Source: an optimization exercise on an open RTL-to-GDS flow (aim: small area and a short achievable clock period). Production flows keep margins and buffers that such runs may drop. Where RTL was checked, it was by simulation tests only, not by an equivalence proof against the original. No functional check of the RTL was part of runs 5 and 6. Power is estimated from default activity; no workload was simulated.

$ cat flow/config.mk
export PLATFORM = sky130hd
export DESIGN_NAME = alu
export DESIGN_NICKNAME = alu
export VERILOG_FILES = /design/flow/design.v
export SDC_FILE = /design/flow/constraint.sdc
export NUM_CORES = 4
export LEC_CHECK = 0
export CAP_MARGIN = 20
export CORE_MARGIN = 2
export CORE_UTILIZATION = 40
export SLEW_MARGIN = 20
$ cat flow/constraint.sdc
create_clock -name core_clock -period 5.5 [get_ports {FPUCLK}]
set_input_delay 1.1000 -clock core_clock [delete_from_list [all_inputs] [get_ports {FPUCLK}]]
set_output_delay 1.1000 -clock core_clock [all_outputs]
set_load 0.01 [all_outputs]
$ cat flow/design.v
module cla(
		input  [3:0] A, B,
		input  CIN,
		output COUT,
		output [3:0] S
	);
	wire [3:0] P, G; 
	assign P = A ^ B;
	assign G = A & B;
	wire [3:0] CARRY;
	assign CARRY[0] = G[0] | (P[0] & CIN);																															 
	assign CARRY[1] = G[1] | (P[1] & G[0]) | (P[1] & P[0] & CIN);																							 
	assign CARRY[2] = G[2] | (P[2] & G[1]) | (P[2] & P[1] & G[0]) | (P[2] & P[1] & P[0] & CIN);													 
	assign CARRY[3] = G[3] | (P[3] & G[2]) | (P[3] & P[2] & G[1]) | (P[3] & P[2] & P[1] & G[0]) | (P[3] & P[2] & P[1] & P[0] & CIN);  
	assign COUT  = CARRY[3];
	assign S = P ^ {CARRY[2:0], CIN};
endmodule 
module cla_add(
		input  [23:0] A,B,
		input   CIN,
		output [23:0] OUT,
		output  OF
	);
	wire COUT0, COUT1, COUT2, COUT3, COUT4,COUT5;
	cla claalu_0(.A(A[ 3: 0]), .B(B[ 3: 0]^{4{CIN}}), .CIN(CIN),   .COUT(COUT0), .S(OUT[3:0]));
	cla claalu_1(.A(A[ 7: 4]), .B(B[ 7: 4]^{4{CIN}}), .CIN(COUT0), .COUT(COUT1), .S(OUT[7:4]));
	cla claalu_2(.A(A[11: 8]), .B(B[11: 8]^{4{CIN}}), .CIN(COUT1), .COUT(COUT2), .S(OUT[11:8]));
	cla claalu_3(.A(A[15:12]), .B(B[15:12]^{4{CIN}}), .CIN(COUT2), .COUT(COUT3), .S(OUT[15:12]));
	cla claalu_4(.A(A[19:16]),	.B(B[19:16]^{4{CIN}}), .CIN(COUT3), .COUT(COUT4), .S(OUT[19:16]));
	cla claalu_5(.A(A[23:20]),	.B(B[23:20]^{4{CIN}}), .CIN(COUT4), .COUT(COUT5), .S(OUT[23:20]));
	assign OF = COUT5;
endmodule 
module twos_cla(
		input  [3:0] B,
		input  CIN, 
		output COUT,
		output [3:0] S
	);
	wire [3:0] CARRY;
	assign CARRY[0] = (B[0] & CIN);								 
	assign CARRY[1] = (B[1] & B[0] & CIN);						 
	assign CARRY[2] = (B[2] & B[1] & B[0] & CIN);			 
	assign CARRY[3] = (B[3] & B[2] & B[1] & B[0] & CIN);	 
	assign COUT  = CARRY[3];
	assign S = (B ^ {CARRY[2:0], CIN});
endmodule 
module twoscomp(
		input  [23:0] B,
		output [23:0] OUT
	);
	wire COUT0, COUT1, COUT2, COUT3, COUT4;
	twos_cla t0(.B(~B[ 3: 0]), .CIN(1'b1),   .COUT(COUT0), .S(OUT[3:0]));
	twos_cla t1(.B(~B[ 7: 4]), .CIN(COUT0),  .COUT(COUT1), .S(OUT[7:4]));
	twos_cla t2(.B(~B[11: 8]), .CIN(COUT1),  .COUT(COUT2), .S(OUT[11:8]));
	twos_cla t3(.B(~B[15:12]), .CIN(COUT2),  .COUT(COUT3), .S(OUT[15:12]));
	twos_cla t4(.B(~B[19:16]), .CIN(COUT3),  .COUT(COUT4), .S(OUT[19:16]));
	twos_cla t5(.B(~B[23:20]), .CIN(COUT4),  .COUT(),      .S(OUT[23:20]));
endmodule 
module shifter(
		input  [23:0] IN,
		input  [7:0]  BY,
		input  NEG,				 
		output reg [23:0] OUT
	);
	wire COUT_INT;
	wire [7:0] BY_COMPL;
	twos_cla t_shft0(
		.B(~BY[3:0]), 
		.CIN(1'b1),   
		.COUT(COUT_INT), 
		.S(BY_COMPL[3:0])
	);
	twos_cla t_shft1(
		.B(~BY[7:4]), 
		.CIN(COUT_INT),   
		.COUT(), 
		.S(BY_COMPL[7:4])
	);
	always@(*) begin
		if (NEG == 1'b0) begin	 
			OUT = IN >> BY;
		end else begin					 
			OUT = IN >> BY_COMPL;
		end
	end
endmodule 
module normal(
			input  [23:0] IN,
			input  INOF,
			output reg [22:0] OUT,
			output reg [7:0] COUNT,
			output reg ZEROFLAG
	);
	always@(*) begin
		if (INOF == 1'b1) begin
			OUT   <= IN[23:1];	COUNT <= 8'b1;	  ZEROFLAG <= 1'b0;
		end else begin
			casez (IN)			
				24'b1???????????????????????:
					begin
						OUT <= IN[22:0];	COUNT <= 8'd0;  ZEROFLAG <= 1'b0;
					end 
				24'b01??????????????????????:
					begin
						OUT <= {IN[21:0], 1'b0};  COUNT <= -8'd1;  ZEROFLAG <= 1'b0;
					end
				24'b001?????????????????????:
					begin
						OUT <= {IN[20:0], 2'b0};  COUNT <= -8'd2;  ZEROFLAG <= 1'b0;
					end 
				24'b0001????????????????????:
					begin
						OUT <= {IN[19:0], 3'b0};  COUNT <= -8'd3;  ZEROFLAG <= 1'b0;
					end 
				24'b00001???????????????????:
					begin
						OUT <= {IN[18:0], 4'b0};  COUNT <= -8'd4;  ZEROFLAG <= 1'b0;
					end 
				24'b000001??????????????????:
					begin
						OUT <= {IN[17:0], 5'b0};  COUNT <= -8'd5;  ZEROFLAG <= 1'b0;
					end 
				24'b0000001?????????????????:
					begin
						OUT <= {IN[16:0], 6'b0};  COUNT <= -8'd6;  ZEROFLAG <= 1'b0;
					end 
				24'b00000001????????????????:
					begin
						OUT <= {IN[15:0], 7'b0};  COUNT <= -8'd7;  ZEROFLAG <= 1'b0;
					end 
				24'b000000001???????????????:
					begin
						OUT <= {IN[14:0], 8'b0};  COUNT <= -8'd8;  ZEROFLAG <= 1'b0;
					end 
				24'b0000000001??????????????:
					begin
						OUT <= {IN[13:0], 9'b0};  COUNT <= -8'd9;  ZEROFLAG <= 1'b0;
					end 
				24'b00000000001?????????????:
					begin
						OUT <= {IN[12:0], 10'b0};  COUNT <= -8'd10;  ZEROFLAG <= 1'b0;
					end 
				24'b000000000001????????????:
					begin
						OUT <= {IN[11:0], 11'b0};  COUNT <= -8'd11;  ZEROFLAG <= 1'b0;
					end 
				24'b0000000000001???????????:
					begin
						OUT <= {IN[10:0], 12'b0};  COUNT <= -8'd12;  ZEROFLAG <= 1'b0;
					end 
				24'b00000000000001??????????:
					begin
						OUT <= {IN[9:0], 13'b0};  COUNT <= -8'd13;  ZEROFLAG <= 1'b0;
					end 
				24'b000000000000001?????????:
					begin
						OUT <= {IN[8:0], 14'b0};  COUNT <= -8'd14;  ZEROFLAG <= 1'b0;
					end 
				24'b0000000000000001????????:
					begin
						OUT <= {IN[7:0], 15'b0};  COUNT <= -8'd15;  ZEROFLAG <= 1'b0;
					end 
				24'b00000000000000001???????:
					begin
						OUT <= {IN[6:0], 16'b0};  COUNT <= -8'd16;  ZEROFLAG <= 1'b0;
					end 
				24'b000000000000000001??????:
					begin
						OUT <= {IN[5:0], 17'b0};  COUNT <= -8'd17;  ZEROFLAG <= 1'b0;
					end 
				24'b0000000000000000001?????:
					begin
						OUT <= {IN[4:0], 18'b0};  COUNT <= -8'd18;  ZEROFLAG <= 1'b0;
					end 
				24'b00000000000000000001????:
					begin
						OUT <= {IN[3:0], 19'b0};  COUNT <= -8'd19;  ZEROFLAG <= 1'b0;
					end 
				24'b000000000000000000001???:
					begin
						OUT <= {IN[2:0], 20'b0};  COUNT <= -8'd20;  ZEROFLAG <= 1'b0;
					end 
				24'b0000000000000000000001??:
					begin
						OUT <= {IN[1:0], 21'b0};  COUNT <= -8'd21;  ZEROFLAG <= 1'b0;
					end 
				24'b00000000000000000000001?:
					begin
						OUT <= {IN[0], 22'b0};  COUNT <= -8'd22;  ZEROFLAG <= 1'b0;
					end
				24'b000000000000000000000001:
					begin
						OUT <= {23'b0};  COUNT <= -8'd23;  ZEROFLAG <= 1'b0;
					end
				default:
					begin
						OUT <= {23'b0};  COUNT <= -8'd24;  ZEROFLAG <= 1'b1;
					end 
			endcase
		end
	end
endmodule 
module alu(
		input  FPUCLK,
		input  [31:0] A, B,
		input  [2:0]  CTRL,
		output reg [31:0] OUT
	);
	reg [23:0] APP0, APP1, BPP0, BPP1, RESM;	 
	reg [31:0] OUT0;
	reg ASIGN0, ASIGN1, BSIGN0, BSIGN1, SIGN, OF0;
	reg [2:0]  CTRL1, CTRL2, CTRL3;
	reg [7:0] EXPONENT;
	reg  EXPCIN;				 
	wire [7:0] EXPDIF_w;		 
	wire COUT_EX, COUT_EX1;
	reg [7:0]  EXPCARRY0, EXPCARRY1;						 
	reg  EXPZFLAG0, EXPZFLAG1, EXPZFLAG2;
	cla claexp_0(.A(A[26:23]), .B(B[26:23]^{4{EXPCIN}}), .CIN(EXPCIN),  .COUT(COUT_EX), .S(EXPDIF_w[3:0]));	
	cla claexp_1(.A(A[30:27]),	.B(B[30:27]^{4{EXPCIN}}), .CIN(COUT_EX), .COUT(COUT_EX1), .S(EXPDIF_w[7:4]));
	reg [7:0] EXPDIF0;
	reg EXPLT0;					 
	reg [7:0] AEXP0, BEXP0;		 
	reg [23:0] TBSHIFTED;
	wire [23:0] SHIFTOUT_w;
	shifter shift_0(.IN(TBSHIFTED), .BY(EXPDIF0), .NEG(EXPLT0), .OUT(SHIFTOUT_w));
	reg  [23:0] A_ALUIN, B_ALUIN;
	wire [23:0] ALUOUT;
	reg ALUCIN;
	wire OVERFLOW;
	cla_add cla_add0(
		.A(A_ALUIN),
		.B(B_ALUIN),
		.CIN(ALUCIN),
		.OUT(ALUOUT),
		.OF(OVERFLOW)
	);
	wire [23:0] TWOSOUT;
	twoscomp twosconv0(
		.B(ALUOUT),
		.OUT(TWOSOUT)
	);
	wire [22:0] NORMOUT;
	wire NORMFLAG, NORMZERO;
	wire [7:0] NORM_SHIFT;
	normal normalize0(
		.IN(RESM),
		.INOF(OF0),
		.OUT(NORMOUT),
		.COUNT(NORM_SHIFT),
		.ZEROFLAG(NORMZERO)
	);
	wire COUT_SRES;
	wire [7:0] EXPSRES;
	cla clasresexp_0(.A(EXPCARRY1[3:0]),	.B(NORM_SHIFT[3:0]), .CIN(1'b0),      .COUT(COUT_SRES), .S(EXPSRES[3:0]));
	cla clasresexp_1(.A(EXPCARRY1[7:4]),	.B(NORM_SHIFT[7:4]), .CIN(COUT_SRES), .COUT(),          .S(EXPSRES[7:4]));
	parameter ADD = 3'b000, SUB = 3'b001;
	always@(*) begin
		if (CTRL == ADD | CTRL == SUB) begin
			EXPCIN <= 1'b1;
		end else begin
			EXPCIN <= 1'b0;
		end
		if (CTRL1 == ADD | CTRL1 == SUB) begin			
			if (EXPLT0 == 1'b0) begin			 
				TBSHIFTED <= BPP0;
			end else begin								 
				TBSHIFTED <= APP0;		
			end
		end else begin
			TBSHIFTED <= 24'bX;
		end
		if (CTRL2 == ADD) begin		
			if (((ASIGN1 == 1'b0) & (BSIGN1 == 1'b0)) | ((ASIGN1 == 1'b1) & (BSIGN1 == 1'b1))) begin 	 
				A_ALUIN <= APP1;
				B_ALUIN <= BPP1;
				ALUCIN  <= 1'b0;
			end else if ((ASIGN1 == 1'b0) & (BSIGN1 == 1'b1)) begin
				A_ALUIN <= APP1;	 
				B_ALUIN <= BPP1;
				ALUCIN  <= 1'b1;
			end else if ((ASIGN1 == 1'b1) & (BSIGN1 == 1'b0)) begin
				A_ALUIN <= BPP1;	 
				B_ALUIN <= APP1;
				ALUCIN  <= 1'b1;				
			end else begin
				A_ALUIN <= 24'bX;
				B_ALUIN <= 24'bX;
				ALUCIN  <= 1'bX;
			end			
		end else if (CTRL2 == SUB) begin
			if (((ASIGN1 == 1'b0) & (BSIGN1 == 1'b1)) | ((ASIGN1 == 1'b1) & (BSIGN1 == 1'b0))) begin 	 
				A_ALUIN <= APP1;
				B_ALUIN <= BPP1;
				ALUCIN  <= 1'b0;				
			end else if ((ASIGN1 == 1'b0) & (BSIGN1 == 1'b0)) begin
				A_ALUIN <= APP1;	 
				B_ALUIN <= BPP1;
				ALUCIN  <= 1'b1;				
			end else if ((ASIGN1 == 1'b1) & (BSIGN1 == 1'b1)) begin
				A_ALUIN <= BPP1;	 
				B_ALUIN <= APP1;
				ALUCIN  <= 1'b1;
			end else begin
				A_ALUIN <= 24'bX;
				B_ALUIN <= 24'bX;
				ALUCIN  <= 1'bX;
			end	
		end else begin
			A_ALUIN <= 24'bX;
			B_ALUIN <= 24'bX;
			ALUCIN  <= 1'bX;
		end
		if ((CTRL3 == ADD)|(CTRL3 == SUB)) begin
			if ((EXPZFLAG2 == 1'b1) & (NORMZERO == 1'b1)) begin
				EXPONENT <= 8'b0;
			end else begin
				EXPONENT <= EXPSRES;
			end
		end else begin
			EXPONENT <= EXPSRES;			 
		end
	end
	always@(posedge FPUCLK) begin		
		if (CTRL == ADD | CTRL == SUB) begin
			APP0    <= {1'b1,A[22:0]};
			BPP0    <= {1'b1,B[22:0]};
			ASIGN0  <= A[31];
			BSIGN0  <= B[31];
			EXPDIF0 <= EXPDIF_w;
			EXPLT0  <= ~COUT_EX1;
			AEXP0   <= A[30:23];
			BEXP0   <= B[30:23];
			CTRL1	  <= CTRL;
			if (EXPDIF_w == 8'b0) begin
				EXPZFLAG0 <= 1'b1;
			end else begin
				EXPZFLAG0 <= 1'b0;
			end
		end
		if (CTRL1 == ADD | CTRL1 == SUB) begin
			EXPZFLAG1 <= EXPZFLAG0;
			CTRL2  <= CTRL1;					
			ASIGN1 <= ASIGN0;
			BSIGN1 <= BSIGN0;
			if (EXPLT0 == 1'b0) begin			 
				APP1      <= APP0;
				BPP1      <= SHIFTOUT_w;
				EXPCARRY0  <= AEXP0; 
			end else begin									 
				APP1  	 <= SHIFTOUT_w;
				BPP1      <= BPP0;
				EXPCARRY0  <= BEXP0;					
			end
		end
		if (CTRL2 == ADD) begin
			EXPZFLAG2 <= EXPZFLAG1;
			CTRL3 <= CTRL2;
			if (((ASIGN1 == 1'b0) & (BSIGN1 == 1'b0)) | ((ASIGN1 == 1'b1) & (BSIGN1 == 1'b1))) begin 	 
				RESM <= ALUOUT;
				OF0  <= OVERFLOW;
				EXPCARRY1 <= EXPCARRY0;
				SIGN <= ASIGN1;
			end else if ((ASIGN1 == 1'b0) & (BSIGN1 == 1'b1)) begin
				if (OVERFLOW == 1'b0) begin
					RESM <= TWOSOUT;
				end else begin
					RESM <= ALUOUT;
				end
				OF0 <= 1'b0;
				EXPCARRY1 <= EXPCARRY0;
				SIGN <= ~OVERFLOW;
			end else if ((ASIGN1 == 1'b1) & (BSIGN1 == 1'b0)) begin
				if (OVERFLOW == 1'b0) begin
					RESM <= TWOSOUT;
				end else begin
					RESM <= ALUOUT;
				end
				OF0 <= 1'b0;
				EXPCARRY1 <= EXPCARRY0;
				SIGN <= ~OVERFLOW;
			end
		end else if (CTRL2 == SUB) begin
			CTRL3 <= CTRL2;
			EXPZFLAG2 <= EXPZFLAG1;
			if (((ASIGN1 == 1'b0) & (BSIGN1 == 1'b1)) | ((ASIGN1 == 1'b1) & (BSIGN1 == 1'b0))) begin 	 
				RESM <= ALUOUT;
				OF0 <= OVERFLOW;
				EXPCARRY1 <= EXPCARRY0;
				SIGN <= ASIGN1;
			end else if ((ASIGN1 == 1'b0) & (BSIGN1 == 1'b0)) begin
				if (OVERFLOW == 1'b0) begin
					RESM <= TWOSOUT;
				end else begin
					RESM <= ALUOUT;
				end
				OF0 <= 1'b0;
				EXPCARRY1 <= EXPCARRY0;
				SIGN <= ~OVERFLOW;
			end else if ((ASIGN1 == 1'b1) & (BSIGN1 == 1'b1)) begin
				if (OVERFLOW == 1'b0) begin
					RESM <= TWOSOUT;
				end else begin
					RESM <= ALUOUT;
				end
				OF0 <= 1'b0;
				EXPCARRY1 <= EXPCARRY0;
				SIGN <= ~OVERFLOW;
			end
		end
		if ((CTRL3 == ADD)|(CTRL3 == SUB)) begin
			OUT <= {SIGN, EXPONENT, NORMOUT};
		end
	end
endmodule 
$ cat flow/run.sh
#!/bin/bash
# synth_recipe.tcl (not shown) runs the flow's synth.tcl, then flattens the netlist and writes it again
# the make line also repeats each setting of config.mk as NAME=value (left out here)
make -C /OpenROAD-flow-scripts/flow DESIGN_CONFIG=/design/flow/config.mk WORK_HOME=/design/flow/orfs CLKGATE_MAP_FILE= SYNTH_SCRIPT=/design/flow/synth_recipe.tcl finish
==> summary.md, run 1 <==
| Metric | Value |
|---|---|
| Run status | `no timing/DRC/antenna violations` |
| Synth cell types | `81` |
| Post-synthesis cell count | `1499` |
| EDFF count, synth | `208` |
| Top sig layer | `met4` |
| Die Y | `195 µm` |
| Post-synthesis adder-cell area fraction | `0.0550` |
| Simple-gate share of the synthesized area | `0.163` |
| Largest net degree at the start of global routing | `79` |
| Slew Viols, Final | `0` |
| Synth top area share | `0.430` |
| CP max stage delay | `0.47 ns` |
| Synth warn | `3` |
| Worst Path Arrival | `5.60 ns` |
| Ys async rst share | `0` |
| WL final | `39200 µm` |
| Met2 routed WL | `18500 µm` |
| IO Port Bufs | `99` |
| Fin cells | `2063` |
| DP Cell Count | `2015` |
| Register area share after synthesis | `0.430` |
| Yosys top cell by area | `edfxtp_1` |
| Pleak | `6.15 nW` |
| H-tree depth | `1` |
| Post-detail-place hpwl | `28200 µm` |
| Area grow syn2layout | `17.9%` |
| CP most frequent cell | `and3_1` |
| Max IR drop VDD | `0.252 mV` |
| Clock skew | `0.0203 ns` |
| Core ar. | `0.0357 mm²` |
| Clock slew at reported path FFs | `0.06 ns` |
| Rel. slew slack | `0.280` |
| Post-Synthesis Net Count | `1626` |
| Max Clk Rate | `189 MHz` |
| Final Instance Area | `0.0171 mm²` |
| Crit share post-route | `0.961` |
| Switching part of the total power | `0.387` |
| Synthesized flop and latch total | `208` |
| Placed cell area | `0.0163 mm²` |
| Inserted Diodes | `0` |
| Drt pass-1 iters | `6` |
| CP max FO | `7` |
| Crit-path cells | `inv_1 > ha_2 > or4_1 > nand2_1 > nor2_1 > nor3_1 > a31oi_1 > ha_1 > nand4_1 > nor3_2 > buf_4 > o21ai_0 > a21bo_2 > o21a_1 > fa_1 > xor2_2 > and2_4 > and3_1 > and3_1 > or4b_1 > o2111a_1` |
| CTS tree | `built` |
| Flop pwr share | `0.347` |
| Clk pwr share | `0.211` |
| Max cap viols | `0` |
| TritonCTS Sinks | `208` |
| Longest Clk Path Bufs | `3` |
| Initial DRC Count | `1161` |
| CP top delay family | `simple AND/OR/NAND/NOR gates` |
| Root Buffer | `clkbuf_16` |
| Clock Latency Late Sink | `0.55 ns` |
| Via density | `5.91` |
| Min cycle time layout | `5.28 ns` |
| Crit end category | `register` |
| GRT overflow | `0` |
| Initial Util | `0.407` |
| Placement row count | `69` |
| Pwr per Cell Area | `413 mW/mm²` |
| Vias | `12200` |
| Worst hold-check path type | `register to register` |
| Wirelength per Cell | `19.0 µm` |
| Met3 routed WL | `2390 µm` |
| Compound-cell area share of the yosys netlist | `0.202` |
| Aggregate global-route resource usage | `0.206` |
| DRT met1 WL | `16900 µm` |
| Syn avg cell area | `9.69 µm²` |
| Multiplexer share of the synthesized area | `0.0743` |
| Synth top area cells | `edfxtp_1 (43%), nand2_1 (4.6%), ha_1 (4.4%)` |
| Data required time of the critical path | `5.81 ns` |
| Drt drc | `0` |
| Most used DFF post-synth | `edfxtp_1` |
| Main combinational cell family by area after synthesis | `compound AO/OA/AOI/OAI gates` |
| Startpoint Class | `register` |
| Hold Fails Final Rpt | `0` |
| CP Buf/Inv Count | `2` |
| Nets@finish | `1710` |
| Initial antenna violation count | `0` |
| CTS Buf Count | `25` |
| Slowest stage cell, crit path | `or4_1` |
| Final ANT Viol Nets | `0` |
| Sw power | `2.74 mW` |
| Vias in the first global route | `11700` |
| Worst-margin pin slew | `1.08 ns` |
| Die area | `0.0378 mm²` |
| Logic gate share of total power | `0.441` |
| Top-Level Pins | `100` |
| R2R setup slack | `0.22 ns` |
| Internal power | `4.34 mW` |
| Mapped Area | `0.0145 mm²` |
| Final setup viols | `0` |
| Kind of critical path | `register to register` |
| Routability congestion estimate from global placement | `0.935` |
| First-pass GRT wire length | `63900 µm` |
| Die width | `195 µm` |
| Share of cells above drive strength 1 | `0.138` |
| Post-Synth XOR/XNOR Area | `0.0326` |
-- cell usage after synthesis (6+ instances only) --
master    count
a22oi_1      23
xnor2_1      31
nand2_1     177
clkbuf_1    110
nor3_1       34
ha_1         51
nand2b_1     11
o31ai_1      16
o21a_1       11
or3_1        12
a31oi_1       9
mux4_2       17
mux2_2       44
buf_1         9
o211ai_1     10
inv_1        38
nor3b_1       6
a21oi_1     106
a22o_1       23
xor2_1       23
and2_1        9
a211oi_1      8
a21o_1       10
a221oi_1     51
a221o_1       7
fa_1          8
nand3_1      33
o21ai_0      80
nor2_1      152
nor2b_1      14
nor4_1        8
edfxtp_1    208
nand4_1       8
a222oi_1     23
and3_1       18
mux2i_1      20
-- power by group through the flow --
stage / clock (mW) / sequential, mW / combinational (mW)
CTS: 1.54 / 2.45 / 3.03
global route: 1.61 / 2.49 / 3.45
detailed placement: 0 / 2.48 / 3.01
finish: 1.50 / 2.46 / 3.12
global placement: 0 / 2.48 / 2.99
floorplan: 0 / 2.26 / 2.25
-- kinds of logic (layout without fill, tap and decap cells) --
family / count (synthesis) / after routing
AOI/OAI and AO/OA: 424 / 424
DFF: 208 / 208
muxes: 81 / 81
adders and majority gates: 59 / 59
xor gates and xnor gates: 54 / 54
buffers and inverters: 165 / 268
and+or+nand+nor: 508 / 508
-- sequential cells by signal (all words and copies together), names as in the netlist, 2 cells and up --
register	cells
APP1	24
EXPDIF0	8
BPP0	23
EXPCARRY0	8
BEXP0	8
BPP1	24
OUT	32
CTRL2	3
CTRL3	2
APP0	23
CTRL1	3
EXPCARRY1	8
RESM	24
AEXP0	8
-- through the flow --
| stage | setup WS, ns | TNS (ns) | hold WS (ns) | power, mW | util |
|---|---|---|---|---|---|
| final | 0.216 | 0 | 0.416 | 7.08 | 0.480 |
| after global routing | -0.0451 | -0.0544 | 0.424 | 7.55 | 0.480 |
| after CTS | 0.100 | 0 | 0.418 | 7.02 | 0.477 |
| after detailed placement | 0.109 | 0 | 0.405 | 5.49 | 0.456 |
| after global placement | 0.277 | 0 | 0.405 | 5.46 | 0.456 |
| after floorplan | 0.0495 | 0 | 0.400 | 4.51 | - |
-- worst paths after layout --
| path | start | end | cells after the start |
|---|---|---|---|
| worst max register to register | ASIGN1 | RESM[15] | 21 |
| worst min-delay path | EXPCARRY0[0] | EXPCARRY1[0] | 0 |
| worst min register to register | EXPCARRY0[0] | EXPCARRY1[0] | 0 |
| worst max-delay path | ASIGN1 | RESM[15] | 21 |
-- layer usage --
metal  vias up  global-route usage
li1       5876                   -
met5         -                   0
met1      5675               0.272
met3       119              0.0324
met4         0              0.0781
met2       515               0.342
-- timing repair --
action,4_1_cts,5_1_grt
hold buffers,0,0
endpoints found under the hold margin,0,0
resized for setup,0,22
setup endpoints to repair,0,7
setup buffers,0,2
-- layout make-up --
class	count	area (µm²)
fillers	3357	18500
multi-input cells	1126	7780
flip-flops and latches	208	6250
repair buffers	182	1620
clock buffers	29	641
well taps	461	577
inverters	40	150
clock inverters	17	108
-- cell usage in the layout (no fill, tap or decap), types with 25 or more instances in the layout --
| master | count |
|---|---|
| nand2_1 | 177 |
| nor2_1 | 148 |
| a21oi_1 | 103 |
| mux2_2 | 44 |
| nand3_1 | 33 |
| ha_1 | 48 |
| clkbuf_16 | 25 |
| o21ai_0 | 79 |
| a221oi_1 | 49 |
| xnor2_1 | 30 |
| nor3_1 | 34 |
| clkdlybuf4s50_1 | 99 |
| inv_1 | 38 |
| buf_4 | 81 |
| edfxtp_1 | 208 |
==> run 2, diff against run 1 <==
==> flow/design.v (replaced) <==
module alu(
		input  FPUCLK,
		input  [31:0] A, B,
		input  [2:0]  CTRL,
		output reg [31:0] OUT
	);
	wire        v_in  = (CTRL[2:1] == 2'b00);
	wire        agb_w = (A[30:0] >= B[30:0]);	 
	reg  [30:0] a0, b0;
	reg         sa0, sb0, agb0, v0;
	always @(posedge FPUCLK) begin
		a0   <= A[30:0];
		b0   <= B[30:0];
		sa0  <= A[31];
		sb0  <= B[31] ^ CTRL[0];		 
		agb0 <= agb_w;
		v0   <= v_in;
	end
	wire [30:0] x1 = agb0 ? a0 : b0;	 
	wire [30:0] y1 = agb0 ? b0 : a0;	 
	wire [7:0]  d1 = x1[30:23] - y1[30:23];
	wire [23:0] ys1 = {1'b1, y1[22:0]} >> d1;
	reg  [22:0] xm1;
	reg  [23:0] ym1;
	reg  [7:0]  e1;
	reg         s1, sub1, v1;
	always @(posedge FPUCLK) begin
		xm1  <= x1[22:0];
		ym1  <= ys1;
		e1   <= x1[30:23];
		s1   <= agb0 ? sa0 : sb0;
		sub1 <= sa0 ^ sb0;
		v1   <= v0;
	end
	wire [24:0] sum2 = {1'b0, 1'b1, xm1} + {1'b0, ym1 ^ {24{sub1}}} + {24'b0, sub1};
	wire [24:0] r2   = {sum2[24] & ~sub1, sum2[23:0]};
	wire        z16 = (r2[24:9] == 16'b0);
	wire [24:0] t16 = z16 ? {r2[8:0], 16'b0} : r2;
	wire        z8  = (t16[24:17] == 8'b0);
	wire [24:0] t8  = z8 ? {t16[16:0], 8'b0} : t16;
	reg  [24:0] m2;
	reg  [1:0]  n2;
	reg  [7:0]  e2;
	reg         s2, v2;
	always @(posedge FPUCLK) begin
		m2 <= t8;
		n2 <= {z16, z8};
		e2 <= e1;
		s2 <= s1;
		v2 <= v1;
	end
	wire        z4  = (m2[24:21] == 4'b0);
	wire [24:0] t4  = z4 ? {m2[20:0], 4'b0} : m2;
	wire        z2  = (t4[24:23] == 2'b0);
	wire [24:0] t2  = z2 ? {t4[22:0], 2'b0} : t4;
	wire        z1  = ~t2[24];
	wire [24:0] t1  = z1 ? {t2[23:0], 1'b0} : t2;
	wire [4:0]  n3  = {n2, z4, z2, z1};
	wire [7:0]  e3  = e2 + 8'd1 - {3'b0, n3};
	wire        zero = ~t1[24];				 
	always @(posedge FPUCLK) begin
		if (v2)
			OUT <= zero ? 32'h00000000 : {s2, e3, t1[23:1]};
	end
endmodule
--- a/flow/config.mk
+++ b/flow/config.mk
@@ -5,7 +5,9 @@
 export SDC_FILE = /design/flow/constraint.sdc
 export NUM_CORES = 4
 export LEC_CHECK = 0
+export ABC_CLOCK_PERIOD_IN_PS = 2500
 export CAP_MARGIN = 20
 export CORE_MARGIN = 2
 export CORE_UTILIZATION = 40
+export SETUP_SLACK_MARGIN = 2.5
 export SLEW_MARGIN = 20
==> run 2 against run 1 <==
Compared with the run above: synthesized area decreased by 29%; die area shrank 29%; clock skew fell by 0.0077 ns; routed wire length decreased by 33%; power increased by 4.0%; design area down 17%; critical endpoint is now m2[17].
==> summary.md, run 2 <==
| Metric | Value |
|---|---|
| Run status | `no timing/DRC/antenna violations` |
| Setup ws final | `1.89 ns` |
| Fin cells | `1550` |
| Rel. slew slack | `0.392` |
| Final Instance Area | `0.0141 mm²` |
| Final setup viols | `0` |
| Initial antenna violation count | `0` |
| Reg area | `0.00420 mm²` |
| RSZ-0062 raised after global routing | `yes` |
| Synth cell types | `73` |
| Kind of critical path | `register to register` |
| Placed cell area | `0.0118 mm²` |
| Yosys top cell by area | `dfxtp_1` |
| WL final | `26300 µm` |
| Area grow syn2layout | `37.2%` |
| Longest Clk Path Bufs | `2` |
| CP max FO | `5` |
| Post-Synthesis Net Count | `1172` |
| Max cap viols | `0` |
| Synth warn | `1` |
| Initial DRC Count | `483` |
| H-tree depth | `4` |
| Placement row count | `58` |
| Post-synthesis cell count | `1031` |
| Wirelength per Cell | `17.0 µm` |
| DP Cell Count | `1421` |
| Pwr per Cell Area | `521 mW/mm²` |
| Switching part of the total power | `0.411` |
| Die area | `0.0271 mm²` |
| Top flop regs | `OUT: 32 flops, a0: 31 flops, b0: 31 flops` |
| Area of the multi-input gates | `0.00680 mm²` |
| Pleak | `5.80 nW` |
| Post-detail-place hpwl | `18700 µm` |
| Synth top area cells | `dfxtp_1 (31%), edfxtp_1 (9.3%), ha_1 (8.5%)` |
| Synth top area share | `0.313` |
| Initial Util | `0.408` |
| Core ar. | `0.0253 mm²` |
| Synthesized flop and latch total | `193` |
| Crit end category | `register` |
| Ys async rst share | `0` |
| Largest net degree at the start of global routing | `47` |
| Number of flip-flops in the largest register | `32` |
| Final Power | `7.36 mW` |
| Synth cell count leaders | `dfxtp_1 (161), nor2_1 (87), ha_1 (70)` |
| IO Port Bufs | `99` |
| Nets@finish | `1348` |
| # fillers | `2234` |
| Aggregate global-route resource usage | `0.194` |
| Worst-margin pin slew | `0.909 ns` |
| Commonest non-fill, non-tap cell in the layout | `dfxtp_1` |
| Max IR drop VDD | `0.252 mV` |
| Startpoint Class | `register` |
| Most frequent cell after synthesis | `dfxtp_1` |
| CTS Buf Count | `17` |
| Vias in the first global route | `8201` |
| Data required time of the critical path | `5.85 ns` |
| Final ANT Viol Nets | `0` |
| Most frequent cells in the layout | `dfxtp_1 (155), clkdlybuf4s50_1 (91), buf_4 (77)` |
| Clock Latency Late Sink | `0.44 ns` |
| Post-layout util | `0.560` |
| Largest Register | `OUT` |
| EDFF count, synth | `32` |
| Worst hold-check path type | `register to register` |
| TritonCTS Sinks | `193` |
| Die width | `164 µm` |
| Routability congestion estimate from global placement | `0.908` |
| Register area share after synthesis | `0.406` |
| Max Clk Rate | `277 MHz` |
| Hold Buf Count CTS | `0` |
| Clock skew | `0.0126 ns` |
| Internal power | `4.34 mW` |
| Via density | `5.29` |
| Clock slew at reported path FFs | `0.07 ns` |
| Clk pwr share | `0.172` |
| Dpl ws | `1.05 ns` |
| Worst Path Arrival | `3.97 ns` |
| First-pass GRT wire length | `41200 µm` |
| GRT overflow | `0` |
| Sw power | `3.02 mW` |
| Hold_ws | `0.328 ns` |
| Drt pass-1 iters | `5` |
| Hold Fails Final Rpt | `0` |
| Min cycle time layout | `3.61 ns` |
| Die Y | `164 µm` |
| Flop pwr share | `0.268` |
| Slew Viols, Final | `0` |
| Vias | `8197` |
| Top-Level Pins | `100` |
| CTS tree | `built` |
| Setup TNS after final layout | `0 ns` |
| Syn avg cell area | `9.99 µm²` |
| Root Buffer | `clkbuf_16` |
| Drt drc | `0` |
| Crit share post-route | `0.657` |
| Most used DFF post-synth | `dfxtp_1` |
| Inserted Diodes | `0` |
| Logic gate share of total power | `0.560` |
| Mapped Area | `0.0103 mm²` |
| Share of cells above drive strength 1 | `0.300` |
==> run 2: cell count changes after synthesis, moves of 19 or more <==
cell      delta
a221oi_1    -49
edfxtp_1   -176
a22oi_1     -20
nand3_1     -20
mux2i_1     +29
a21oi_1     -38
nand2_1    -117
ha_1        +19
clkbuf_1    -71
nor2_1      -65
nor3_1      -22
o21ai_0     -35
dfxtp_1    +161
a222oi_1    -23
==> run 2: path summary, 6_finish.rpt <==
check                           startpoint      to  slack, ns  cells after the start
worst max register to register        sub1  m2[17]       1.89                     12
worst min-delay path                 e1[6]   e2[6]       0.33                      0
worst min register to register       e1[6]   e2[6]       0.33                      0
worst max-delay path                  sub1  m2[17]       1.89                     12
==> run 2: repair_timing <==
| action | CTS | global route |
|---|---|---|
| gates cloned | 3 | 2 |
| buffers inserted | 72 | 20 |
| pin swaps | 44 | 50 |
| endpoints found under the setup margin | 76 | 50 |
| gates resized for setup | 112 | 90 |
==> run 2: cells by family after synthesis <==
| logic type | after synthesis | share of synthesized area |
|---|---|---|
| AOI/OAI and AO/OA | 247 | 0.161 |
| and+or+nand+nor | 247 | 0.115 |
| DFF | 193 | 0.406 |
| muxes | 114 | 0.140 |
| buffers and inverters | 100 | 0.0381 |
| adders and majority gates | 73 | 0.0908 |
| xor gates and xnor gates | 57 | 0.0485 |
==> run 2: layout make-up <==
cell class / instances / area share
repair buffers: 198 / 0.134
flip-flops and latches: 193 / 0.297
clock inverters: 14 / 0.0120
inverters: 56 / 0.0163
multi-input cells: 741 / 0.481
well taps: 330 / 0.0292
clock buffers: 18 / 0.0311
==> run 2: power by group through the flow <==
stage	combinational, mW	clock (mW)	sequential, mW
after CTS	3.75	1.29	1.98
after global routing	4.47	1.35	2.01
after detailed placement	3.19	0	2.01
after global placement	3.18	0	2.01
final	4.13	1.27	1.97
after floorplan	2.43	0	1.99
==> run 2: worst max-delay path: stages, from the launching register on <==
cell	delay, ns
dfxtp_4	0.39
buf_12	0.14
mux2_4	0.28
fa_2	0.39
a211oi_4	0.30
o31ai_4	0.13
a21o_1	0.20
o22a_2	0.27
a31oi_4	0.21
nand4_1	0.14
or3b_4	0.48
or4_4	0.50
o211ai_2	0.09
==> run 2: metal layers <==
metal	global-route usage	up-vias	part of all wire
li1	-	4116	-
met3	0.0279	68	0.030
met4	0.0929	0	0.045
met1	0.229	3824	0.43
met5	0	-	0
met2	0.346	189	0.50
==> run 3, diff against run 2 <==
--- a/flow/config.mk
+++ b/flow/config.mk
@@ -5,7 +5,6 @@
 export SDC_FILE = /design/flow/constraint.sdc
 export NUM_CORES = 4
 export LEC_CHECK = 0
-export ABC_CLOCK_PERIOD_IN_PS = 2500
 export CAP_MARGIN = 20
 export CORE_MARGIN = 2
 export CORE_UTILIZATION = 40
==> run 3 against run 2 <==
Compared with the run above: final cell count stayed put; sequential power barely moved; clock-buffer cell count unchanged; largest cell class unchanged.
==> summary.md, run 3 <==
| Metric | Value |
|---|---|
| Run status | `no timing/DRC/antenna violations` |
| Ys async rst share | `0` |
| Most used DFF post-synth | `dfxtp_1` |
| Synth top area cells | `dfxtp_1 (31%), edfxtp_1 (9.3%), ha_1 (8.5%)` |
| RR Startpoint | `sub1` |
| Syn avg cell area | `9.99 µm²` |
| RSZ-0062 raised after global routing | `yes` |
| Longest Clk Path Bufs | `2` |
| GRT overflow | `0` |
| Post-detail-place hpwl | `18700 µm` |
| Hold_ws | `0.328 ns` |
| Mapped Area | `0.0103 mm²` |
| Share of cells above drive strength 1 | `0.300` |
| R2R setup slack | `1.89 ns` |
| Max Clk Rate | `277 MHz` |
| Die width | `164 µm` |
| DP Cell Count | `1421` |
| Max IR drop VDD | `0.252 mV` |
| Hold Buf Count CTS | `0` |
| Final setup viols | `0` |
| Routability congestion estimate from global placement | `0.908` |
| Post-Synth XOR/XNOR Area | `0.0485` |
| Die area | `0.0271 mm²` |
| Crit share post-route | `0.657` |
| Final ANT Viol Nets | `0` |
| Nets@finish | `1348` |
| Synth cell count leaders | `dfxtp_1 (161), nor2_1 (87), ha_1 (70)` |
| Fin cells | `1550` |
| Synth warn | `1` |
| Die Y | `164 µm` |
| Clock skew | `0.0126 ns` |
| Initial DRC Count | `483` |
| # fillers | `2234` |
| Largest Register | `OUT` |
| Drt drc | `0` |
| Min cycle time layout | `3.61 ns` |
| Worst hold-check path type | `register to register` |
| Most frequent cell after synthesis | `dfxtp_1` |
| Startpoint Class | `register` |
| Worst r2r dst | `m2[17]` |
| Post-synthesis cell count | `1031` |
| Worst Path Arrival | `3.97 ns` |
| First-pass GRT wire length | `41200 µm` |
| CP max FO | `5` |
| Kind of critical path | `register to register` |
| Core ar. | `0.0253 mm²` |
| TritonCTS Sinks | `193` |
| R2r worst-path depth | `12` |
| Data required time of the critical path | `5.85 ns` |
| Register area share after synthesis | `0.406` |
| Pwr per Cell Area | `521 mW/mm²` |
| WL final | `26300 µm` |
| Compound-cell area share of the yosys netlist | `0.161` |
| Main combinational cell family by area after synthesis | `compound AO/OA/AOI/OAI gates` |
| Via density | `5.29` |
| Simple-gate share of the synthesized area | `0.115` |
| Drt pass-1 iters | `5` |
| Clock Latency Late Sink | `0.44 ns` |
| Pleak | `5.80 nW` |
| Clock slew at reported path FFs | `0.07 ns` |
| Worst-margin pin slew | `0.909 ns` |
| Crit end category | `register` |
| Initial antenna violation count | `0` |
| H-tree depth | `4` |
| Multiplexer share of the synthesized area | `0.140` |
| Wirelength per Cell | `17.0 µm` |
| Post-synthesis adder-cell area fraction | `0.0908` |
| Slew Viols, Final | `0` |
| Hold Fails Final Rpt | `0` |
| Largest net degree at the start of global routing | `47` |
| Root Buffer | `clkbuf_16` |
| Post-Synthesis Net Count | `1172` |
| Synth cell types | `73` |
| Reg area | `0.00420 mm²` |
| Rel. slew slack | `0.392` |
| Synthesized flop and latch total | `193` |
| Vias | `8197` |
| Area grow syn2layout | `37.2%` |
| Setup TNS after final layout | `0 ns` |
| Number of flip-flops in the largest register | `32` |
| Min-delay src | `e1[6]` |
| Most frequent cells in the layout | `dfxtp_1 (155), clkdlybuf4s50_1 (91), buf_4 (77)` |
| Top flop regs | `OUT: 32 flops, a0: 31 flops, b0: 31 flops` |
| EDFF count, synth | `32` |
| CTS tree | `built` |
| Yosys top cell by area | `dfxtp_1` |
| Hold path depth | `0` |
| Hold Crit Endpoint | `e2[6]` |
| Placement row count | `58` |
| Inserted Diodes | `0` |
| Aggregate global-route resource usage | `0.194` |
| Max cap viols | `0` |
| Initial Util | `0.408` |
| Area of the multi-input gates | `0.00680 mm²` |
| Vias in the first global route | `8201` |
| CTS Buf Count | `17` |
| Synth top area share | `0.313` |
| IO Port Bufs | `99` |
| Top-Level Pins | `100` |
| Commonest non-fill, non-tap cell in the layout | `dfxtp_1` |
==> run 3: cell counts after synthesis <==
No cell type changed its count.
==> run 3: cells by family (layout without fill, tap and decap cells) <==
logic type | after synthesis | after routing
muxes | 114 | 114
and+or+nand+nor | 247 | 250
adders and majority gates | 73 | 73
xor gates and xnor gates | 57 | 57
buffers and inverters | 100 | 286
DFF | 193 | 193
AOI/OAI and AO/OA | 247 | 247
==> run 3: worst max-delay path by stage <==
stage                     start  endpoint  slack (ns)  cells after the start
after floorplan            sub1    m2[17]        1.99                     14
after global placement     sub1     m2[8]        1.17                     11
after detailed placement   sub1    m2[23]        1.05                     11
after CTS                  sub1    m2[17]        1.85                     12
after global routing       sub1    m2[17]        1.81                     12
final                      sub1    m2[17]        1.89                     12
==> run 3: timing repair <==
| item | in CTS | in global routing |
|---|---|---|
| pin swaps | 44 | 50 |
| endpoints found under the hold margin | 0 | 0 |
| cloned | 3 | 2 |
| gates resized for setup | 112 | 90 |
| setup buffers | 72 | 20 |
| setup endpoints to repair | 76 | 50 |
==> run 3: layout make-up <==
type | count | share of cell area
clock buffers | 18 | 0.0311
flip-flops and latches | 193 | 0.297
inverters | 56 | 0.0163
multi-input cells | 741 | 0.481
clock inverters | 14 | 0.0120
repair buffers | 198 | 0.134
well taps | 330 | 0.0292
==> run 3: critical path, stage by stage, from the launching register on <==
cell and delay [ns]:
dfxtp_4 0.39, buf_12 0.14, mux2_4 0.28, fa_2 0.39, a211oi_4 0.30, o31ai_4 0.13, a21o_1 0.20, o22a_2 0.27
a31oi_4 0.21, nand4_1 0.14, or3b_4 0.48, or4_4 0.50, o211ai_2 0.09
==> run 3: layer usage <==
layer	vias to the layer above	wire, µm	GRT usage
li1	4116	-	-
met2	189	13100	0.346
met3	68	777	0.0279
met5	-	0	0
met4	0	1180	0.0929
met1	3824	11300	0.229
==> run 3: power by group <==
group	switching, mW	internal [mW]	total (mW)	leakage [nW]
Clock	0.601	0.664	1.27	0.300
Combinational	2.26	1.87	4.13	3.86
Sequential	0.164	1.81	1.97	1.64
Total	3.02	4.34	7.36	5.80
==> run 3: metrics by stage <==
step                      power, mW  setup slack (ns)   util  cell area, µm²
after CTS                      7.01              1.85  0.536           13500
after global placement         5.19              1.17  0.469           11800
after global routing           7.82              1.81  0.560           14100
final                          7.36              1.89  0.560           14100
after detailed placement       5.20              1.05  0.469           11800
after floorplan                4.42              1.99      -           10800
==> run 4, diff against run 3 <==
--- a/flow/config.mk
+++ b/flow/config.mk
@@ -8,5 +8,4 @@
 export CAP_MARGIN = 20
 export CORE_MARGIN = 2
 export CORE_UTILIZATION = 40
-export SETUP_SLACK_MARGIN = 2.5
 export SLEW_MARGIN = 20
==> run 4 against run 3 <==
Compared with the run above: sequential share of layout area rose by 4.5 points; register-to-register slack lost 1.1 ns; via count is 7.1% lower; critical endpoint is now m2[9]; highest routed layer unchanged.
==> summary.md, run 4 <==
| Metric | Value |
|---|---|
| Run status | `no timing/DRC/antenna violations` |
| Worst Setup SP | `sub1` |
| Dpl ws | `0.881 ns` |
| Pleak | `5.06 nW` |
| Clock skew | `0.0120 ns` |
| Worst hold-check path type | `register to register` |
| Pwr per Cell Area | `514 mW/mm²` |
| Die Y | `164 µm` |
| Final ANT Viol Nets | `0` |
| Post-synthesis cell count | `1031` |
| Via density | `5.23` |
| Most frequent cell after synthesis | `dfxtp_1` |
| Post-layout util | `0.484` |
| Max IR drop VDD | `0.218 mV` |
| RSZ-0062 raised after global routing | `no` |
| Hold path depth | `0` |
| Vias | `7619` |
| Synth warn | `1` |
| Die width | `164 µm` |
| Share of cells above drive strength 1 | `0.112` |
| Worst r2r dst | `m2[9]` |
| Kind of critical path | `register to register` |
| Register area share after synthesis | `0.406` |
| RR Startpoint | `sub1` |
| Clock slew at reported path FFs | `0.08 ns` |
| Yosys top cell by area | `dfxtp_1` |
| Largest net degree at the start of global routing | `47` |
| Root Buffer | `clkbuf_16` |
| Area grow syn2layout | `18.6%` |
| Syn avg cell area | `9.99 µm²` |
| Synth cell count leaders | `dfxtp_1 (161), nor2_1 (87), ha_1 (70)` |
| CTS Buf Count | `17` |
| # fillers | `2395` |
| Most frequent cells in the layout | `dfxtp_1 (160), clkdlybuf4s50_1 (99), nor2_1 (87)` |
| Final setup viols | `0` |
| Placement row count | `58` |
| Initial DRC Count | `477` |
| Synth top area share | `0.313` |
| Longest Clk Path Bufs | `2` |
| Mapped Area | `0.0103 mm²` |
| Initial Util | `0.408` |
| Slew Viols, Final | `0` |
| Hold Fails Final Rpt | `0` |
| Drt drc | `0` |
| Setup TNS after final layout | `0 ns` |
| Initial antenna violation count | `0` |
| CP max FO | `14` |
| GRT overflow | `0` |
| Largest Register | `OUT` |
| Worst Path Arrival | `5.02 ns` |
| Inserted Diodes | `0` |
| Core ar. | `0.0253 mm²` |
| Most used DFF post-synth | `dfxtp_1` |
| Crit share post-route | `0.859` |
| Nets@finish | `1256` |
| Post-Synthesis Net Count | `1172` |
| Crit end category | `register` |
| Worst-margin pin slew | `1.03 ns` |
| TritonCTS Sinks | `193` |
| Post-CTS Setup Bufs | `0` |
| Rel. slew slack | `0.314` |
| Post-CTS sizing | `0` |
| EDFF count, synth | `32` |
| Synth cell types | `73` |
| Drt pass-1 iters | `7` |
| Vias in the first global route | `7611` |
| Top flop regs | `OUT: 32 flops, a0: 31 flops, b0: 31 flops` |
| Aggregate global-route resource usage | `0.180` |
| Hold Crit Endpoint | `e2[1]` |
| Clock Latency Late Sink | `0.44 ns` |
| Ys async rst share | `0` |
| IO Port Bufs | `99` |
| Synth top area cells | `dfxtp_1 (31%), edfxtp_1 (9.3%), ha_1 (8.5%)` |
| Max Clk Rate | `212 MHz` |
| Die area | `0.0271 mm²` |
| Post-detail-place hpwl | `18700 µm` |
| Hold Buf Count CTS | `0` |
| Min-delay src | `e1[1]` |
| First-pass GRT wire length | `38500 µm` |
| CTS tree | `built` |
| Startpoint Class | `register` |
| R2R setup slack | `0.78 ns` |
| Commonest non-fill, non-tap cell in the layout | `dfxtp_1` |
| Top-Level Pins | `100` |
| WL final | `23400 µm` |
| Data required time of the critical path | `5.79 ns` |
| Max cap viols | `0` |
| R2r worst-path depth | `12` |
| Synthesized flop and latch total | `193` |
| Setup ws final | `0.778 ns` |
| Wirelength per Cell | `16.1 µm` |
| Min cycle time layout | `4.72 ns` |
| H-tree depth | `4` |
| Routability congestion estimate from global placement | `0.891` |
| Number of flip-flops in the largest register | `32` |
run 4: changes by cell type in the layout (fill, tap and decap cells not counted), sizes merged, moves of 2 or more:
cell and delta:
buf -88, clkdlybuf4s50 +8, dlymetal6s2s -7, clkbuf -2
run 4: critical path, stage by stage, from the launching register on:
cell       delay, ns
dfxtp_1         0.63
xor2_1          0.30
fa_1            0.30
a211oi_1        0.12
o31ai_1         0.80
nand2_1         0.26
a31oi_1         0.33
mux2_2          0.38
a2111oi_2       0.34
buf_4           0.26
inv_1           0.11
a2111oi_0       0.56
o22ai_1         0.18
run 4: cells by family after synthesis:
logic type,share of synthesized area
XOR/XNOR,0.0485
flip-flops,0.406
buffers and inverters,0.0381
AO/OA/AOI/OAI,0.161
multiplexers,0.140
AND/OR/NAND/NOR,0.115
adder cells (fa/ha/maj),0.0908
run 4: how the worst max path moves through the flow:
| stage | endpoint | slack [ns] | cells past startpoint |
|---|---|---|---|
| global placement | m2[11] | 1.07 | 12 |
| detailed placement | m2[9] | 0.88 | 12 |
| global route | m2[9] | 0.44 | 12 |
| CTS | m2[9] | 0.86 | 12 |
| floorplan | ym1[14] | 0.81 | 15 |
| finish | m2[9] | 0.78 | 12 |
run 4: stage by stage:
stage | hold slack [ns] | instance area, µm² | total power [mW] | std cells
after global placement | 0.310 | 11600 | 5.05 | 1426
after global routing | 0.325 | 12200 | 6.75 | 1458
after floorplan | 0.310 | 10300 | 4.19 | 1031
final | 0.325 | 12200 | 6.28 | 1458
after detailed placement | 0.312 | 11600 | 5.07 | 1426
after CTS | 0.325 | 12200 | 6.31 | 1458
run 4: layout make-up:
cell class | instances | area [µm²] | area share
repair buffers | 109 | 1070 | 0.0873
multi-input cells | 738 | 5730 | 0.469
clock inverters | 15 | 183 | 0.0150
flip-flops and latches | 193 | 4190 | 0.343
well taps | 330 | 413 | 0.0338
clock buffers | 17 | 425 | 0.0348
inverters | 56 | 210 | 0.0172
run 4: metal layers:
layer	global-route usage	share of wire	vias up
met2	0.317	0.49	162
met1	0.226	0.46	3494
met3	0.0284	0.028	31
li1	-	-	3932
met4	0.0597	0.021	0
met5	0	0	-
run 4: where the power goes:
part / switching, mW / internal [mW] / total (mW)
Combinational: 1.76 / 1.32 / 3.08
Clock: 0.617 / 0.618 / 1.23
Sequential: 0.161 / 1.80 / 1.96
Total: 2.54 / 3.74 / 6.28
==> run 5, diff against run 4 <==
==> flow/design.v (replaced) <==
module alu(
		input  FPUCLK,
		input  [31:0] A, B,
		input  [2:0]  CTRL,
		output reg [31:0] OUT
	);
	wire        v_in = (CTRL[2:1] == 2'b00);
	wire        agb  = (A[30:0] >= B[30:0]);		 
	wire [8:0]  dab  = {1'b0, A[30:23]} - {1'b0, B[30:23]};
	wire [7:0]  dba  = B[30:23] - A[30:23];
	wire        ageb = ~dab[8];						 
	wire [7:0]  d    = ageb ? dab[7:0] : dba;
	wire [4:0]  d5   = (d[7:5] != 3'b000) ? 5'd31 : d[4:0];
	reg  [22:0] ma0, mb0;
	reg  [7:0]  e0;
	reg  [4:0]  d0;
	reg         sa0, sb0, agb0, v0;
	always @(posedge FPUCLK) begin
		ma0  <= A[22:0];
		mb0  <= B[22:0];
		e0   <= ageb ? A[30:23] : B[30:23];
		d0   <= d5;
		sa0  <= A[31];
		sb0  <= B[31] ^ CTRL[0];		 
		agb0 <= agb;
		v0   <= v_in;
	end
	wire [22:0] x1  = agb0 ? ma0 : mb0;	 
	wire [22:0] y1  = agb0 ? mb0 : ma0;	 
	wire        sub = sa0 ^ sb0;
	wire [23:0] ys1 = {1'b1, y1} >> d0;
	reg  [22:0] xm1;
	reg  [23:0] ym1;
	reg  [7:0]  e1;
	reg         s1, sub1, v1;
	always @(posedge FPUCLK) begin
		xm1  <= x1;
		ym1  <= ys1 ^ {24{sub}};
		e1   <= e0;
		s1   <= agb0 ? sa0 : sb0;
		sub1 <= sub;
		v1   <= v0;
	end
	wire [25:0] sum2 = {2'b01, xm1, 1'b1} + {1'b0, ym1, sub1};
	wire [24:0] r2   = {sum2[25] & ~sub1, sum2[24:1]};
	reg  [24:0] r2q;
	reg  [7:0]  e2;
	reg         s2, v2;
	always @(posedge FPUCLK) begin
		r2q <= r2;
		e2  <= e1 + 8'd1;
		s2  <= s1;
		v2  <= v1;
	end
	wire [31:0] lz_in = {r2q, 7'b0};
	wire [15:0] v_1;  wire [15:0] p_1;
	wire [7:0]  v_2;  wire [15:0] p_2;
	wire [3:0]  v_4;  wire [11:0] p_4;
	wire [1:0]  v_8;  wire [7:0]  p_8;
	wire [4:0]  n3;
	genvar gi;
	generate
		for (gi = 0; gi < 16; gi = gi + 1) begin : l1
			assign v_1[gi] = lz_in[2*gi+1] | lz_in[2*gi];
			assign p_1[gi] = ~lz_in[2*gi+1];
		end
		for (gi = 0; gi < 8; gi = gi + 1) begin : l2
			assign v_2[gi] = v_1[2*gi+1] | v_1[2*gi];
			assign p_2[2*gi+1:2*gi] = v_1[2*gi+1] ? {1'b0, p_1[2*gi+1]} : {1'b1, p_1[2*gi]};
		end
		for (gi = 0; gi < 4; gi = gi + 1) begin : l4
			assign v_4[gi] = v_2[2*gi+1] | v_2[2*gi];
			assign p_4[3*gi+2:3*gi] = v_2[2*gi+1] ? {1'b0, p_2[4*gi+3:4*gi+2]} : {1'b1, p_2[4*gi+1:4*gi]};
		end
		for (gi = 0; gi < 2; gi = gi + 1) begin : l8
			assign v_8[gi] = v_4[2*gi+1] | v_4[2*gi];
			assign p_8[4*gi+3:4*gi] = v_4[2*gi+1] ? {1'b0, p_4[6*gi+5:6*gi+3]} : {1'b1, p_4[6*gi+2:6*gi]};
		end
	endgenerate
	assign n3 = v_8[1] ? {1'b0, p_8[7:4]} : {1'b1, p_8[3:0]};
	wire [24:0] t16 = n3[4] ? {r2q[8:0], 16'b0} : r2q;
	wire [24:0] t8  = n3[3] ? {t16[16:0], 8'b0} : t16;
	wire [24:0] t4  = n3[2] ? {t8[20:0], 4'b0}  : t8;
	wire [24:0] t2  = n3[1] ? {t4[22:0], 2'b0}  : t4;
	wire [24:0] t1  = n3[0] ? {t2[23:0], 1'b0}  : t2;
	wire [7:0]  e3  = e2 - {3'b0, n3};
	wire        zero = (r2q == 25'b0);
	always @(posedge FPUCLK) begin
		if (v2)
			OUT <= zero ? 32'h00000000 : {s2, e3, t1[23:1]};
	end
endmodule
--- a/flow/config.mk
+++ b/flow/config.mk
@@ -8,4 +8,5 @@
 export CAP_MARGIN = 20
 export CORE_MARGIN = 2
 export CORE_UTILIZATION = 40
+export SETUP_SLACK_MARGIN = 3.0
 export SLEW_MARGIN = 20
==> run 5 against run 4 <==
Compared with the run above: critical endpoint is now OUT[1]; routed wire length rose by 0.57%; critical path type unchanged; clock-buffer cell count rose by 3; register-to-register slack improved by 1.6 ns; clock power barely moved; largest cell class unchanged.
==> summary.md, run 5 <==
| Metric | Value |
|---|---|
| Syn avg cell area | `10.1 µm²` |
| Worst Path Arrival | `3.31 ns` |
| Worst-margin pin slew | `0.976 ns` |
| IO Port Bufs | `99` |
| # fillers | `2114` |
| Yosys top cell by area | `dfxtp_1` |
| Setup TNS after final layout | `0 ns` |
| CTS Buf Count | `17` |
| Initial Util | `0.411` |
| Worst r2r dst | `OUT[1]` |
| Most frequent cells in the layout | `dfxtp_1 (142), clkdlybuf4s50_1 (64), nor2_1 (63)` |
| Hold Buf Count CTS | `0` |
| Share of cells above drive strength 1 | `0.309` |
| Data required time of the critical path | `5.65 ns` |
| Synth top area share | `0.311` |
| Sw power | `2.20 mW` |
| EDFF count, synth | `32` |
| GRT overflow | `0` |
| Core ar. | `0.0245 mm²` |
| Wirelength per Cell | `15.8 µm` |
| CTS tree | `built` |
| WL final | `23600 µm` |
| Crit end category | `register` |
| Area grow syn2layout | `35.8%` |
| Max IR drop VDD | `0.231 mV` |
| Final setup viols | `0` |
| Synthesized flop and latch total | `188` |
| Top flop regs | `OUT: 32 flops, r2q: 25 flops, ym1: 24 flops` |
| Slew Viols, Final | `0` |
| Aggregate global-route resource usage | `0.178` |
| Routability congestion estimate from global placement | `0.908` |
| Setup ws final | `2.34 ns` |
| Simple-gate share of the synthesized area | `0.104` |
| R2r worst-path depth | `16` |
| Post-synthesis cell count | `998` |
| Pleak | `5.42 nW` |
| Ys async rst share | `0` |
| Die Y | `162 µm` |
| Dpl ws | `1.21 ns` |
| Vias | `7835` |
| Vias in the first global route | `7615` |
| CP max FO | `5` |
| Flop pwr share | `0.339` |
| Initial antenna violation count | `0` |
| Hold Fails Final Rpt | `0` |
| Compound-cell area share of the yosys netlist | `0.152` |
| Root Buffer | `clkbuf_16` |
| Rel. slew slack | `0.348` |
| Switching part of the total power | `0.362` |
| Max Clk Rate | `316 MHz` |
| Post-Synth XOR/XNOR Area | `0.0567` |
| Startpoint Class | `register` |
| Max cap viols | `0` |
| Synth warn | `1` |
| Crit share post-route | `0.575` |
| Synth top area cells | `dfxtp_1 (31%), edfxtp_1 (9.6%), ha_1 (8.2%)` |
| Clock skew | `0.0137 ns` |
| Logic gate share of total power | `0.461` |
| Post-synthesis adder-cell area fraction | `0.0902` |
| Post-detail-place hpwl | `16400 µm` |
| Clock slew at reported path FFs | `0.07 ns` |
| Hold path depth | `0` |
| Synth cell count leaders | `dfxtp_1 (156), a21oi_1 (70), ha_1 (66), nor2_1 (66), nand2_1 (63)` |
| Placed cell area | `0.0115 mm²` |
| First-pass GRT wire length | `37700 µm` |
| Register area share after synthesis | `0.407` |
| Clk pwr share | `0.200` |
| Number of flip-flops in the largest register | `32` |
| R2R setup slack | `2.34 ns` |
| Pwr per Cell Area | `446 mW/mm²` |
| Post-Synthesis Net Count | `1136` |
| Most frequent cell after synthesis | `dfxtp_1` |
| RSZ-0062 raised after global routing | `yes` |
| Inserted Diodes | `0` |
| Drt pass-1 iters | `5` |
| Internal power | `3.88 mW` |
| Most used DFF post-synth | `dfxtp_1` |
| Largest Register | `OUT` |
| RR Startpoint | `r2q[16]` |
| Main combinational cell family by area after synthesis | `compound AO/OA/AOI/OAI gates` |
| Placement row count | `57` |
| Run status | `no timing/DRC/antenna violations` |
| Clock Latency Late Sink | `0.43 ns` |
| Final ANT Viol Nets | `0` |
| Die area | `0.0264 mm²` |
| Top-Level Pins | `100` |
| Mapped Area | `0.0100 mm²` |
| Final Instance Area | `0.0136 mm²` |
| H-tree depth | `4` |
| Drt drc | `0` |
| Die width | `162 µm` |
| Largest net degree at the start of global routing | `33` |
| Longest Clk Path Bufs | `2` |
| Worst hold-check path type | `register to register` |
| Kind of critical path | `register to register` |
| TritonCTS Sinks | `188` |
| Synth cell types | `72` |
| Via density | `5.26` |
| Multiplexer share of the synthesized area | `0.144` |
| Hold Crit Endpoint | `e1[3]` |
| Min-delay src | `e0[3]` |
| Initial DRC Count | `380` |
| Commonest non-fill, non-tap cell in the layout | `dfxtp_1` |
| Min cycle time layout | `3.16 ns` |
| Nets@finish | `1291` |
[run 5: cell count changes in the layout (fill, tap and decap cells not counted), sizes merged, moves of 8 or more]
cell / previous run / this run
a21o: 23 / 14
a22o: 15 / 3
clkdlybuf4s15: 0 / 8
xor2: 36 / 14
dlymetal6s2s: 0 / 13
xnor2: 21 / 51
nor2: 87 / 70
inv: 62 / 73
o21ai: 45 / 53
buf: 10 / 79
clkdlybuf4s50: 99 / 64
[run 5: area by class of cell]
type,count,area (µm²),share of cell area
Clock buffer,20,478,0.0350
Sequential cell,188,4110,0.301
Clock inverter,12,116,0.00853
Timing Repair inverter,1,8.76,0.000642
Inverter,64,283,0.0207
Timing Repair Buffer,175,1740,0.127
Multi-Input combinational cell,706,6510,0.477
Tap cell,324,405,0.0297
[run 5: how the worst max path moves through the flow]
stage               slack [ns]  cells past startpoint       to     from
global placement          1.30                     12    d0[1]    A[23]
finish                    2.34                     16   OUT[1]  r2q[16]
CTS                       2.34                     15  OUT[30]   r2q[5]
detailed placement        1.21                     12    d0[1]    A[23]
floorplan                 2.14                     17  OUT[30]   r2q[7]
global route              2.16                     15  OUT[30]   r2q[5]
[run 5: timing repair]
action / CTS / global route
resized for setup: 179 / 99
setup buffers: 50 / 18
gates cloned: 7 / 0
setup endpoints to repair: 73 / 51
pin swaps: 59 / 56
[run 5: cell families after synthesis]
group                    Yosys count
XOR/XNOR                          65
multiplexers                     117
buffers and inverters            107
flip-flops                       188
AO/OA/AOI/OAI                    234
AND/OR/NAND/NOR                  217
adder cells (fa/ha/maj)           70
[run 5: worst max-delay path, stage by stage, from the launching register on]
cell and delay [ns]:
dfxtp_1 0.40, nor4_4 0.40, nand2_2 0.12, a311oi_2 0.34
o41ai_2 0.11, o311a_4 0.16, buf_4 0.15, buf_6 0.10
buf_6 0.10, buf_6 0.10, buf_6 0.10, buf_6 0.10
buf_6 0.12, bufbuf_16 0.26, and3_4 0.17, a21oi_2 0.10
nor2_1 0.05
[run 5: metal layers]
layer	vias to the layer above	GRT usage	part of all wire
met1	3664	0.228	0.45
met4	0	0.0869	0.039
met5	-	0	0
met3	60	0.0270	0.034
li1	3919	-	-
met2	192	0.296	0.47
[run 5: power by group through the flow]
stage               clock network, mW  registers, mW  logic [mW]
CTS                              1.24           2.05        2.54
floorplan                           0           1.97        1.60
global route                     1.30           2.10        3.05
finish                           1.22           2.07        2.81
detailed placement                  0           2.07        2.03
global placement                    0           2.06        2.01
[run 5: through the flow]
stage / hold WS [ns] / instances / util / power, mW
floorplan: 0.310 / 998 / - / 3.57
detailed placement: 0.312 / 1383 / 0.469 / 4.10
global route: 0.335 / 1490 / 0.558 / 6.45
CTS: 0.329 / 1472 / 0.535 / 5.83
global placement: 0.312 / 1383 / 0.468 / 4.07
finish: 0.329 / 1490 / 0.558 / 6.09
==> run 6, diff against run 5 <==
--- a/flow/config.mk
+++ b/flow/config.mk
@@ -8,5 +8,5 @@
 export CAP_MARGIN = 20
 export CORE_MARGIN = 2
 export CORE_UTILIZATION = 40
-export SETUP_SLACK_MARGIN = 3.0
+export SETUP_SLACK_MARGIN = 2.5
 export SLEW_MARGIN = 20
==> run 6 against run 5 <==
Compared with the run above: worst hold slack about the same; clock-buffer cell count fell by 3; critical path depth fell by 3; register-to-register slack about the same; sequential share of layout area up 2.1 points; routed wire length is 5.9% lower; synthesized cell count unchanged; power is 8.4% lower; die area is the same; setup slack improved by 0.0090 ns; combinational power fell by 17%; first-iteration DRC count rose by 4.5%.
==> summary.md, run 6 <==
| Metric | Value |
|---|---|
| Slew Viols, Final | `0` |
| Most used DFF post-synth | `dfxtp_1` |
| Share of cells above drive strength 1 | `0.214` |
| Inserted Diodes | `0` |
| Die area | `0.0264 mm²` |
| Via density | `5.21` |
| GRT overflow | `0` |
| RSZ-0062 raised after global routing | `yes` |
| Fin cells | `1462` |
| Worst Setup SP | `r2q[5]` |
| Final setup viols | `0` |
| Synth warn | `1` |
| Clock skew | `0.0128 ns` |
| Largest net degree at the start of global routing | `33` |
| TritonCTS Sinks | `188` |
| CTS Buf Count | `17` |
| Clk pwr share | `0.216` |
| CP most frequent cell | `nor2_2` |
| Setup TNS after final layout | `0 ns` |
| Drt drc | `0` |
| Initial DRC Count | `397` |
| Max IR drop VDD | `0.194 mV` |
| Synth cell types | `72` |
| Post-detail-place hpwl | `16300 µm` |
| Aggregate global-route resource usage | `0.173` |
| Synth cell count leaders | `dfxtp_1 (156), a21oi_1 (70), ha_1 (66), nor2_1 (66), nand2_1 (63)` |
| Hold_ws | `0.329 ns` |
| CP max FO | `3` |
| Core ar. | `0.0245 mm²` |
| Worst hold-check path type | `register to register` |
| Initial Util | `0.411` |
| Die width | `162 µm` |
| Final Power | `5.58 mW` |
| Ys async rst share | `0` |
| Mapped Area | `0.0100 mm²` |
| Post-synthesis cell count | `998` |
| Most frequent cell after synthesis | `dfxtp_1` |
| Worst-margin pin slew | `0.990 ns` |
| Vias in the first global route | `7493` |
| Data required time of the critical path | `5.68 ns` |
| Flop pwr share | `0.366` |
| Die Y | `162 µm` |
| Placement row count | `57` |
| Yosys top cell by area | `dfxtp_1` |
| Nets@finish | `1263` |
| WL final | `22200 µm` |
| EDFF count, synth | `32` |
| Routability congestion estimate from global placement | `0.903` |
| Min cycle time layout | `3.15 ns` |
| CP max stage delay | `0.55 ns` |
| Min-delay src | `e0[7]` |
| Syn avg cell area | `10.1 µm²` |
| Worst Path Arrival | `3.33 ns` |
| Clock Latency Late Sink | `0.44 ns` |
| IO Port Bufs | `99` |
| Run status | `no timing/DRC/antenna violations` |
| Most frequent cells in the layout | `dfxtp_1 (149), clkdlybuf4s50_1 (83), a21oi_1 (66), nor2_1 (66), nand2_1 (60)` |
| DP Cell Count | `1384` |
| Max Clk Rate | `317 MHz` |
| Synthesized flop and latch total | `188` |
| Startpoint Class | `register` |
| Synth top area cells | `dfxtp_1 (31%), edfxtp_1 (9.6%), ha_1 (8.2%)` |
| H-tree depth | `4` |
| Switching part of the total power | `0.362` |
| Register area share after synthesis | `0.407` |
| Internal power | `3.56 mW` |
| Crit share post-route | `0.573` |
| Final ANT Viol Nets | `0` |
| Logic gate share of total power | `0.418` |
| Crit-path cells | `or4_4 > nor3b_4 > a311oi_2 > o41ai_2 > o311a_4 > buf_12 > fa_2 > inv_2 > a221oi_4 > nor2_2 > a211oi_2 > xnor2_1 > nor2_2` |
| Clock slew at reported path FFs | `0.07 ns` |
run 6: cell counts after synthesis:
Identical to the previous run, type by type.
run 6: worst max-delay path: cells and delay by family (launching register included):
kind	cells	cell delay [ns]
compound gates	5	1.16
xor+xnor	1	0.15
fa+ha+maj	1	0.21
buf+inv	2	0.17
flops	1	0.34
simple gates	4	0.87
run 6: layout make-up:
cell class / instances / area, µm²
Timing Repair Buffer: 147 / 1380
Multi-Input combinational cell: 706 / 5960
Fill cell: 2224 / 11700
Tap cell: 324 / 405
Clock buffer: 17 / 425
Sequential cell: 188 / 4100
Timing Repair inverter: 1 / 8.76
Inverter: 64 / 283
Clock inverter: 15 / 168
run 6: repair_timing:
action                                  CTS  global route
hold buffers                              0             0
gates resized for setup                  90            25
buffers inserted                         35             6
hold endpoints to repair                  0             0
gates cloned                              5             0
pin swaps                                32            16
endpoints found under the setup margin   21            15
run 6: logic make-up (layout without fill, tap and decap cells):
family	Yosys count	after routing	synth area share
simple gates	217	218	0.104
compound gates	234	236	0.152
fa+ha+maj	70	70	0.0902
xor+xnor	65	65	0.0567
mux	117	117	0.144
flops	188	188	0.407
buf+inv	107	244	0.0461
run 6: path summary, 6_finish.rpt:
check	endpoint	slack, ns	cells after the start
worst min register to register	e1[7]	0.33	0
worst max-delay path	OUT[29]	2.35	13
worst min-delay path	e1[7]	0.33	0
worst max register to register	OUT[29]	2.35	13
run 6: layer usage:
layer  GRT usage  wire length (µm)
met1       0.220             10200
met2       0.290             10500
met3      0.0313               852
met4      0.0708               633
met5           0                 0
run 6: power groups by stage:
stage | combinational [mW] | sequential, mW | clock [mW]
6_report | 2.33 | 2.04 | 1.21
5_1_grt | 2.57 | 2.08 | 1.29
4_1_cts | 2.28 | 2.04 | 1.24
3_5_place_dp | 2.02 | 2.07 | 0
3_3_place_gp | 2.00 | 2.06 | 0
2_1_floorplan | 1.60 | 1.97 | 0
run 6: per-stage QoR:
step / setup slack (ns) / area, µm² / utilization
2_1_floorplan: 2.14 / 10300 / -
3_3_place_gp: 1.35 / 11400 / 0.468
3_5_place_dp: 1.28 / 11400 / 0.468
4_1_cts: 2.31 / 12600 / 0.516
5_1_grt: 2.15 / 12700 / 0.521
6_report: 2.35 / 12700 / 0.521
